What follows belongs to an exercise in optimizing a design on an open flow for a short achievable clock period and few clock cycles; a production flow would make more cautious choices.
Only simulation tests tie the RTL to the original design; equivalence was not proved.
Power figures rest on the tool's default switching activity, not on a simulated workload.

the reference run:
==> flow/design.v (excerpt) <==
module riscv_pipeline(
  input logic clk,
  input logic rst_n,
  input logic [31:0] i_boot_addr,
  output logic [31:0] imem_rd_addr,
  input  logic [31:0] imem_rd_data,
  output logic [31:0] dmem_rd_addr,
  input  logic [31:0] dmem_rd_data,
  output logic        dmem_wr_req,
  output logic [3:0]  dmem_wr_be,
  output logic [31:0] dmem_wr_addr,
  output logic [31:0] dmem_wr_data
);
Size in the first run: ~7900 cells after synthesis, roughly 2200 flip-flops, ~0.11 mm^2 of cells after synthesis.
==> flow/config.mk <==
export PLATFORM = sky130hd
export DESIGN_NAME = riscv_pipeline
export DESIGN_NICKNAME = riscv_pipeline
export VERILOG_FILES = /design/flow/design.v
export SDC_FILE = /design/flow/constraint.sdc
export NUM_CORES = 4
export LEC_CHECK = 0
export CAP_MARGIN = 20
export CORE_MARGIN = 2
export CORE_UTILIZATION = 40
export SLEW_MARGIN = 20
==> flow/constraint.sdc <==
create_clock -name core_clock -period 10.0 [get_ports {clk}]
set_input_delay 2.0000 -clock core_clock [delete_from_list [all_inputs] [get_ports {clk}]]
set_output_delay 2.0000 -clock core_clock [all_outputs]
set_load 0.01 [all_outputs]
standard.sh (not shown) runs the stock make flow with config.mk's settings and CLKGATE_MAP_FILE= SYNTH_SCRIPT=/design/flow/synth_recipe.tcl, a recipe that flattens the netlist after the stock synthesis.
==> flow/flow/run.sh <==
#!/bin/bash
set -euo pipefail
bash standard.sh SETUP_SLACK_MARGIN=7 GPL_TIMING_DRIVEN=1 MATCH_CELL_FOOTPRINT=0 \
  'BUFFER_PORTS_ARGS=-buffer_cell sky130_fd_sc_hd__buf_4' finish > make_finish.log 2>&1
The reference run reached the end of the flow, and the finished layout is clean on the timing, design-rule and antenna checks.
Testbench counts of the reference run, summed over its fixed seeds: cycles 25,579.
## Diff of input files: the trial run against the reference run
--- a/flow/design.v
+++ b/flow/design.v
@@ -647,55 +647,42 @@
 wire e2 = wenE & (rdE == rs2D);
 wire m2 = wenM & (rdM == rs2D);
 wire w2 = wenW & (rdW == rs2D);
 wire [31:0] rs1n = m1 ? mresM : w1 ? resW : rf1;
 wire [31:0] rs2n = m2 ? mresM : w2 ? resW : rf2;
 wire [31:0] aEarly = isLuiD ? 32'd0 : (isAuipcD ? pcD32 : rs1n);
 wire        aFromE = e1 & ~isLuiD & ~isAuipcD;
 wire        bReg   = use2D & ~isStoreD;
 wire [31:0] bEarly = bReg ? rs2n : immD;
 wire        bFromE = e2 & bReg;
-logic misE, jmisE;
-logic misM, jmisM;
+logic redirE, misE, jmisE;
 logic killQ;
-logic [31:2] altE, altM, jtgtM;
-wire redirM = misM | jmisM;
-wire killE  = redirM;
-wire vDk     = vD & ~redirM & ~killQ;
+logic [31:2] altE;
+wire vDk     = vD & ~killQ;
 wire stallD  = vDk & loadE & ((use1D & (rdE == rs1D)) | (use2D & (rdE == rs2D)));
 wire predD   = ~ptD & (isJalD | (isBrD & instD[31]));    
 wire redirD  = vDk & predD & ~stallD;
 wire goD     = vDk & ~stallD;               
-wire keepF   = ~redirM;
-wire selHold = keepF & stallD;
-wire selRedD = keepF & ~stallD & redirD;
-wire seqOk   = keepF & ~stallD & ~redirD;
-wire selBtb  = seqOk & btbTakeF;
-wire selSeq  = seqOk & ~btbTakeF;
-wire [31:2] pcInc = pcH + 30'd1;
-wire [31:2] newF  = ({30{misM}}    & altM)
-                  | ({30{jmisM}}   & jtgtM)
-                  | ({30{selHold}} & pcH)
-                  | ({30{selRedD}} & tgtD[31:2])
-                  | ({30{selBtb}}  & btbTgtF)
-                  | ({30{selSeq}}  & pcInc);
+wire [31:2] seqF  = btbTakeF ? btbTgtF : pcH + 30'd1;
+wire [31:2] nextF = stallD ? pcH : (redirD ? tgtD[31:2] : seqF);
+wire [31:2] newF  = misE ? altE : (jmisE ? sumE[31:2] : nextF);
 always_ff @(posedge clk) begin
   if (~rst_n) begin
     pcF   <= i_boot_addr[31:2];
     pcHn  <= ~i_boot_addr[31:2];
     vD    <= 1'b0;
     killQ <= 1'b0;
   end else begin
     pcF <= newF;
     pcHn <= ~newF;
     if (~stallD) vD <= ~redirD;
-    killQ <= redirM;
+    killQ <= redirE;
   end
 end
 always_ff @(posedge clk) begin
   if (~stallD) begin
     instD <= imem_rd_data;
     isLuiD <= fLui; isAuipcD <= fAuipc; isJalD <= fJal; isJalrD <= fJalr; isBrD <= fBr;
     isLoadD <= fLoad; isStoreD <= fStore; isAluiD <= fAlui; isAlurD <= fAlur;
     use1D <= fJalr | fBr | fLoad | fStore | fAlui | fAlur;
     use2D <= fBr | fStore | fAlur;
     wrD   <= (fLui | fAuipc | fJal | fJalr | fLoad | fAlui | fAlur) & (iF[11:7] != 5'd0);
@@ -713,21 +700,21 @@
     wenE   <= goD & wrD;
     loadE  <= goD & isLoadD;
     storeE <= goD & isStoreD;
     brE    <= goD & isBrD;
     jalrE  <= goD & isJalrD;
   end
 end
 always_ff @(posedge clk) begin
   aE    <= (aFromE & selSumE) ? sumE : (aFromE ? resOE : aEarly);
   bE    <= (bFromE & selSumE) ? sumE : (bFromE ? resOE : bEarly);
-  sdE   <= (e2 & selSumE) ? sumE : (e2 ? resOE : rs2n);
+  sdE   <= e2 ? resE : rs2n;
   linkE <= link4D;
   altE  <= (ptD | instD[31]) ? link4D[31:2] : tgtD[31:2];    
   btgtE <= tgtD[31:2];
   rdE   <= rdD;
   f3E   <= f3D;
   predE <= ptD | instD[31];
   ptE   <= ptD;
   ptgtE <= ptgtD;
   pcE   <= pcD;
   subE  <= isAlurD & (f3D == 3'b000) & instD[30];
@@ -764,47 +751,44 @@
 logic jeqE;
 always_comb begin
   logic c;
   jeqE = 1'b1;
   c = (aE[1] & bE[1]) | ((aE[1] ^ bE[1]) & aE[0] & bE[0]);
   for (int i = 2; i < 32; i++) begin
     if ((aE[i] ^ bE[i] ^ c) != ptgtE[i]) jeqE = 1'b0;
     c = (aE[i] & bE[i]) | ((aE[i] ^ bE[i]) & ~ptgtE[i]);
   end
 end
-assign misE   = brE & ~killE & (takenE ^ predE);
-assign jmisE  = jalrE & ~killE & ~(ptE & jeqE);
+assign misE   = brE & ~killQ & (takenE ^ predE);
+assign jmisE  = jalrE & ~killQ & ~(ptE & jeqE);
+assign redirE = misE | jmisE;
 logic [3:0]  beE;
 logic [31:0] sdalE;
 always_comb begin
   case (f3E[1:0])
     2'b00:   begin beE = 4'b0001 << sumE[1:0];         sdalE = {4{sdE[7:0]}};  end
     2'b01:   begin beE = sumE[1] ? 4'b1100 : 4'b0011;  sdalE = {2{sdE[15:0]}}; end
     default: begin beE = 4'b1111;                      sdalE = sdE;            end
   endcase
 end
 always_ff @(posedge clk) begin
   if (~rst_n) begin
-    wenM <= 1'b0; loadM <= 1'b0; wreqM <= 1'b0; uV <= 1'b0; misM <= 1'b0; jmisM <= 1'b0;
+    wenM <= 1'b0; loadM <= 1'b0; wreqM <= 1'b0; uV <= 1'b0;
   end else begin
-    uV    <= (brE | jalrE | jalE) & ~killE;
-    wenM  <= wenE & ~killE;
-    loadM <= loadE & ~killE;
-    wreqM <= storeE & ~killE;
-    misM  <= misE;
-    jmisM <= jmisE;
+    uV    <= (brE | jalrE | jalE) & ~killQ;
+    wenM  <= wenE & ~killQ;
+    loadM <= loadE & ~killQ;
+    wreqM <= storeE & ~killQ;
   end
 end
 always_ff @(posedge clk) begin
   resM <= resE;
-  altM  <= altE;
-  jtgtM <= sumE[31:2];
   uPc    <= pcE;
   uTgt   <= jalrE ? sumE[31:2] : btgtE;
   uTaken <= ~brE | takenE;
   uUn    <= ~brE;
   sdM  <= sdalE;
   beM  <= beE;
   rdM  <= rdE;
   f3M  <= f3E;
 end
 assign dmem_rd_addr = resM;
The trial run vs. the reference run: critical path arrival higher; power went down. Summary of the trial run over the reference run: share of power burned in registers shows a reduction of 0.8 points, net load switching power went up 2.6%, detail-routed via count per cell picked up an extra about 0.4%, number of buffers other than clock buffers in the final layout has decreased. The final reports for the trial run and the reference run show part of the power in combinational logic higher in the former. bE[26]$_DFF_P_ as the end point of the critical path was reported by the reference run, and pcF[24]$_DFF_P_ by the trial run. Going from the reference run to the trial run, signed area change from the synthesized netlist to the final layout went down 1.7 points, summed area of non-filler cells in the final layout shrank by about 2.3%, hold slack up 4.3 ps, overall die area shows a reduction of about 1%. The trial run against the reference run; number of buffers created by CTS is down by a few percent. Between the trial run and the reference run, the final weighted congestion of routability-driven global placement is higher for the trial run.
Testbench counts of the trial run, summed over its fixed seeds: cycles 25,300.

* * *

Another version of the RTL of riscv_pipeline (not shown whole).
Size: ~7400 cells after synthesis, about 2100 flip-flops, about 0.10 mm2 of cells after synthesis.
export LEC_CHECK = 0
export CAP_MARGIN = 20
export CORE_MARGIN = 2
export CORE_UTILIZATION = 40
export SLEW_MARGIN = 20
create_clock -name core_clock -period 10.0 [get_ports {clk}]
Scripts as last shown in full above: flow/flow/run.sh
Testbench counts at the start, summed over its fixed seeds: cycles 25,327.
Then changed:
--- a/flow/design.v
+++ b/flow/design.v
@@ -665,41 +665,43 @@
 wire [31:0] aQ      = isLuiD ? 32'd0 : (isAuipcD ? pcD32 : rs1q);
 wire        bReg    = use2D & ~isStoreD;
 wire        bFromE  = e2 & bReg;
 wire        bSelSum = bFromE & selSumE;
 wire        bSelOth = bFromE & ~selSumE;
 wire        bSelLd  = bReg & ~e2 & m2 & loadM;
 wire        bSelQ   = ~bFromE & ~bSelLd;
 wire [31:0] bQ      = bReg ? rs2q : immD;
 wire        sdSelLd = m2 & loadM;
 logic misE, jmisE;
 logic misM, jmisM;
 logic killQ;
-logic [31:2] altM, jtgtM;
+logic [31:2] altM, jtgtM, btgtM;
+logic        fixM;       
 wire redirM = misM | jmisM;
 logic fmisE, zQ;
 wire killE  = redirM | zQ;
 wire vDk     = vD & ~redirM & ~killQ & ~zQ;
 wire stallD  = vDk & loadE & ((use1D & (rdE == rs1D)) | (use2D & ~isStoreD & (rdE == rs2D)));
 wire predD   = ~ptD & (isJalD | (isBrD & instD[31]));    
 wire redirD  = vDk & predD & ~stallD;
 wire goD     = vDk & ~stallD;               
 wire keepF   = ~redirM;
 wire selHold = keepF & stallD;
 wire selRedD = keepF & ~stallD & redirD;
 wire seqOk   = keepF & ~stallD & ~redirD;
 wire selBtb  = seqOk & btbTakeF;
 wire selSeq  = seqOk & ~btbTakeF;
 wire [31:2] pcInc = pcH + 30'd1;
-wire [31:2] newR  = ({30{misM}}    & altM)
+wire [31:2] newR  = ({30{misM & ~fixM}} & altM)
+                  | ({30{misM & fixM}}  & btgtM)
                   | ({30{jmisM}}   & jtgtM)
                   | ({30{selHold}} & pcH)
                   | ({30{selRedD}} & tgtD[31:2])
                   | ({30{selBtb}}  & btbTgtF)
                   | ({30{selSeq}}  & pcInc);
 wire [31:2] newF  = fmisE ? altE : newR;
 always_ff @(posedge clk) begin
   if (~rst_n) begin
     pcF   <= i_boot_addr[31:2];
     pcHn  <= ~i_boot_addr[31:2];
     vD    <= 1'b0;
     killQ <= 1'b0;
@@ -819,25 +821,27 @@
   end else begin
     uV    <= (brE | jalrE | jalE) & ~killE;
     wenM  <= wenE & ~killE;
     loadM <= loadE & ~killE;
     wreqM <= storeE & ~killE;
     misM  <= misE;
     jmisM <= jmisE;
   end
 end
 always_ff @(posedge clk) begin
   resM <= resE;
   resMn <= ~resE;
-  altM  <= (jalE | (brE & takenE)) ? btgtE : linkE[31:2];    
+  altM  <= (jalE | (brE & ~predE)) ? btgtE : linkE[31:2];
+  btgtM <= btgtE;
+  fixM  <= brE & takenE & ptE & ~tgtOkE;
   jtgtM <= sumE[31:2];
   uPc    <= pcE;
   uTgt   <= btgtE;
   uJalr  <= jalrE;
   uTaken <= ~brE | takenE;
   uUn    <= ~brE;
   sdM  <= sdalE;
   beM  <= beE;
   rdM  <= rdE;
   f3M  <= f3E;
 end
 assign dmem_rd_addr = resM;
Clock power goes up by about 2%.
Die area rose by 0.33%.
Cell count rose by 0.32%.
Hold slack degrades by 0.035 ns.
Routed wire length goes down by 3.2%.
Design area hardly moves.
Synthesized cell count increases by 0.61%.
Testbench counts after the change, summed over its fixed seeds: cycles 25,327.

* * *

== the previous run ==
riscv_pipeline, a different RTL version from the one above (not shown whole).
Size in the first run: ~7,400 cells after synthesis, ~2,100 flip-flops, ~100,000 um^2 of cells after synthesis.
==> flow/config.mk <==
export PLATFORM = sky130hd
export DESIGN_NAME = riscv_pipeline
export DESIGN_NICKNAME = riscv_pipeline
export VERILOG_FILES = /design/flow/design.v
export SDC_FILE = /design/flow/constraint.sdc
export NUM_CORES = 4
export LEC_CHECK = 0
export CAP_MARGIN = 20
export CORE_MARGIN = 2
export CORE_UTILIZATION = 40
export SLEW_MARGIN = 20
==> flow/constraint.sdc <==
create_clock -name core_clock -period 10.0 [get_ports {clk}]
set_input_delay 2.0000 -clock core_clock [delete_from_list [all_inputs] [get_ports {clk}]]
set_output_delay 2.0000 -clock core_clock [all_outputs]
set_load 0.01 [all_outputs]
Scripts as last shown in full above: flow/flow/run.sh
Testbench counts of the previous run, summed over its fixed seeds: cycles 25,327.
Relative to the previous run, the following input files were edited for the current run:
--- a/flow/design.v
+++ b/flow/design.v
@@ -546,18 +546,19 @@
 logic [31:2] ptgtE;
 logic        ptE, jalE, ncE;    
 logic [4:0]  rdE;
 logic [2:0]  f3E;
 logic        wenE, loadE, storeE, brE, jalrE, predE;
 logic        eqBrE;         
+logic        invE;          
 logic [31:2] altE;          
 logic        subE, arithE, cmpuE;
 logic        selSumE, selLtE, selXorE, selOrE, selAndE, selSllE, selSrE, selLinkE;
-logic [31:0] resM, sdM;
-logic [31:0] rdAddrM;          
-logic [31:0] wrAddrM;          
+logic [31:0] resM, sdM;        
+logic [31:0] resMn;            
+wire  [31:0] resMi = ~resMn;
 logic [3:0]  beM;
 logic [4:0]  rdM;
 logic [2:0]  f3M;
 logic        wenM, loadM, wreqM;
 logic [31:0] resW;
 logic [4:0]  rdW;
@@ -652,14 +653,14 @@
 wire e1 = wenE & (rdE == rs1D);
 wire m1 = wenM & (rdM == rs1D);
 wire w1 = wenW & (rdW == rs1D);
 wire e2 = wenE & (rdE == rs2D);
 wire m2 = wenM & (rdM == rs2D);
 wire w2 = wenW & (rdW == rs2D);
-wire [31:0] rs1q = (m1 & ~loadM) ? resM : w1 ? resW : rf1;
-wire [31:0] rs2q = (m2 & ~loadM) ? resM : w2 ? resW : rf2;
+wire [31:0] rs1q = (m1 & ~loadM) ? resMi : w1 ? resW : rf1;
+wire [31:0] rs2q = (m2 & ~loadM) ? resMi : w2 ? resW : rf2;
 wire        aFromE = e1 & ~isLuiD & ~isAuipcD;
 wire        aSelSum = aFromE & selSumE;
 wire        aSelOth = aFromE & ~selSumE;
 wire        aSelLd  = ~e1 & m1 & loadM & ~isLuiD & ~isAuipcD;
 wire        aSelQ   = ~aFromE & ~aSelLd;
 wire [31:0] aQ      = isLuiD ? 32'd0 : (isAuipcD ? pcD32 : rs1q);
@@ -734,13 +735,13 @@
     jalE   <= goD & isJalD;
     ncE    <= goD & ~isJalD & ~isJalrD & ~isBrD;
     wenE   <= goD & wrD;
     loadE  <= goD & isLoadD;
     storeE <= goD & isStoreD;
     brE    <= goD & isBrD;
-    eqBrE  <= goD & isBrD & ~f3D[2];
+    eqBrE  <= goD & isBrD & ~f3D[2] & (rs2D == 5'd0);
     jalrE  <= goD & isJalrD;
   end
 end
 always_ff @(posedge clk) begin
   aE    <= ({32{aSelSum}} & sumE) | ({32{aSelOth}} & resOE) | ({32{aSelLd}} & ldM) | ({32{aSelQ}} & aQ);
   bE    <= ({32{bSelSum}} & sumE) | ({32{bSelOth}} & resOE) | ({32{bSelLd}} & ldM) | ({32{bSelQ}} & bQ);
@@ -748,12 +749,13 @@
   sdFwdE <= e2;
   linkE <= link4D;
   btgtE <= tgtD[31:2];
   rdE   <= rdD;
   f3E   <= f3D;
   predE <= ptD | instD[31];
+  invE  <= f3D[0] ^ (ptD | instD[31]);
   altE  <= (ptD | instD[31]) ? link4D[31:2] : tgtD[31:2];
   ptE   <= ptD;
   ptgtE <= ptgtD;
   pcE   <= pcD;
   subE  <= isAlurD & (f3D == 3'b000) & instD[30];
   arithE <= instD[30];
@@ -794,13 +796,13 @@
   for (int i = 2; i < 32; i++) begin
     if ((aE[i] ^ bE[i] ^ c) != ptgtE[i]) jeqE = 1'b0;
     c = (aE[i] & bE[i]) | ((aE[i] ^ bE[i]) & ~ptgtE[i]);
   end
 end
 wire tgtOkE = ptgtE == btgtE;
-assign fmisE  = eqBrE & ~killE & (eqE ^ f3E[0] ^ predE);
+assign fmisE  = eqBrE & ~killE & ((aE == 32'd0) ^ invE);
 assign misE   = ~killE & ((brE & ~eqBrE & (takenE ^ predE))
                         | (brE & takenE & predE & ptE & ~tgtOkE)
                         | (jalE & ptE & ~tgtOkE)
                         | (ncE & ptE));
 assign jmisE  = jalrE & ~killE & ~(ptE & jeqE);
 logic [3:0]  beE;
@@ -824,30 +826,29 @@
     misM  <= misE;
     jmisM <= jmisE;
   end
 end
 always_ff @(posedge clk) begin
   resM <= resE;
-  rdAddrM <= {32{loadE}} & sumE;
-  wrAddrM <= {32{storeE}} & sumE;
+  resMn <= ~resE;
   altM  <= (jalE | (brE & takenE)) ? btgtE : linkE[31:2];    
   jtgtM <= sumE[31:2];
   uPc    <= pcE;
   uTgt   <= btgtE;
   uJalr  <= jalrE;
   uTaken <= ~brE | takenE;
   uUn    <= ~brE;
   sdM  <= sdalE;
   beM  <= beE;
   rdM  <= rdE;
   f3M  <= f3E;
 end
-assign dmem_rd_addr = rdAddrM;
+assign dmem_rd_addr = resM;
 assign dmem_wr_req  = wreqM;
 assign dmem_wr_be   = beM;
-assign dmem_wr_addr = wrAddrM;
+assign dmem_wr_addr = resM;
 assign dmem_wr_data = sdM;
 logic [3:0]  lbSelM;             
 logic        hi1M, hi3M;         
 logic        ldWM;               
 logic [3:0]  sxBM;               
 logic        sxH1M, sxH3M;       
@@ -868,13 +869,13 @@
 wire [7:0] ln2 = dmem_rd_data[23:16], ln3 = dmem_rd_data[31:24];
 wire extB = (sxBM[0] & ln0[7]) | (sxBM[1] & ln1[7]) | (sxBM[2] & ln2[7]) | (sxBM[3] & ln3[7]);
 wire extH = (sxH1M & ln1[7]) | (sxH3M & ln3[7]);
 assign ldM[7:0]   = ({8{lbSelM[0]}} & ln0) | ({8{lbSelM[1]}} & ln1) | ({8{lbSelM[2]}} & ln2) | ({8{lbSelM[3]}} & ln3);
 assign ldM[15:8]  = ({8{hi1M}} & ln1) | ({8{hi3M}} & ln3) | {8{extB}};
 assign ldM[31:16] = ldWM ? {ln3, ln2} : {16{extB | extH}};
-assign mresM = loadM ? ldM : resM;
+assign mresM = loadM ? ldM : resMi;
 always_ff @(posedge clk) begin
   if (~rst_n) wenW <= 1'b0;
   else        wenW <= wenM;
 end
 always_ff @(posedge clk) begin
   resW <= mresM;
Notes after the runs:
The current run against the previous run: register-to-register slack now sits higher; floorplan core area now sits at about the same level; total power now sits higher; number of cells on the critical path now sits higher; total met2 wirelength after detailed routing now sits higher. Higher global-route usage goes to the current run over the previous run. Sort the previous run and the current run by aggregate routed wire length desc -> top: the current run. Looking at source of the critical timing path, the bE[1] result is from the previous run; the subE one comes from the current run. Taking the previous run as the reference, in the current run count of flip-flops and latches has decreased; minimum period implied by the final worst setup slack has decreased; HPWL after detailed placement has increased; number of violations reported at the end of detailed-routing iteration 0 has decreased; layout-stage area growth over the synthesis result has increased. Compared with the previous run, the current run shows a maximum frequency that is 2.1% higher.
Testbench counts of the current run, summed over its fixed seeds: cycles 25,350.

==> static timing again, ports no longer ideal <==
In the flow no input, the clock included, has a driving cell. The finished layouts below were timed again as built, in two steps. Step 1 sets driving cells, clkbuf_16 on the clock port and buf_2 on the other inputs (assumed; they add their load-dependent delay and slew). Step 2, shift: input delay + t, output delay - t, t = (earliest + latest rising clock arrival at the registers) / 2. This alone moves slack from input paths to output paths. Three values: ideal, step 1, step 2; two values: the first two.
run	t (ns)	setup WS [ns]	slew at the worst register clock pin (ns)
the reference run	0.986	6.428 / 6.387 / 5.623	0.08 / 0.08
the trial run	0.972	6.188 / 6.188 / 5.530	0.08 / 0.08
the first run of note 2	0.956	6.575 / 6.485 / 5.817	0.08 / 0.08
the second run of note 2	0.975	6.518 / 6.437 / 5.692	0.08 / 0.08
the previous run	0.960	6.404 / 6.404 / 5.779	0.07 / 0.07
the current run	0.963	6.478 / 6.478 / 5.837	0.07 / 0.07
After both steps setup and hold are still met in every run listed. For the second run of note 2, which loses most, drivers alone change the setup slack by -0.081 ns; drivers and shift together by -0.826 ns.
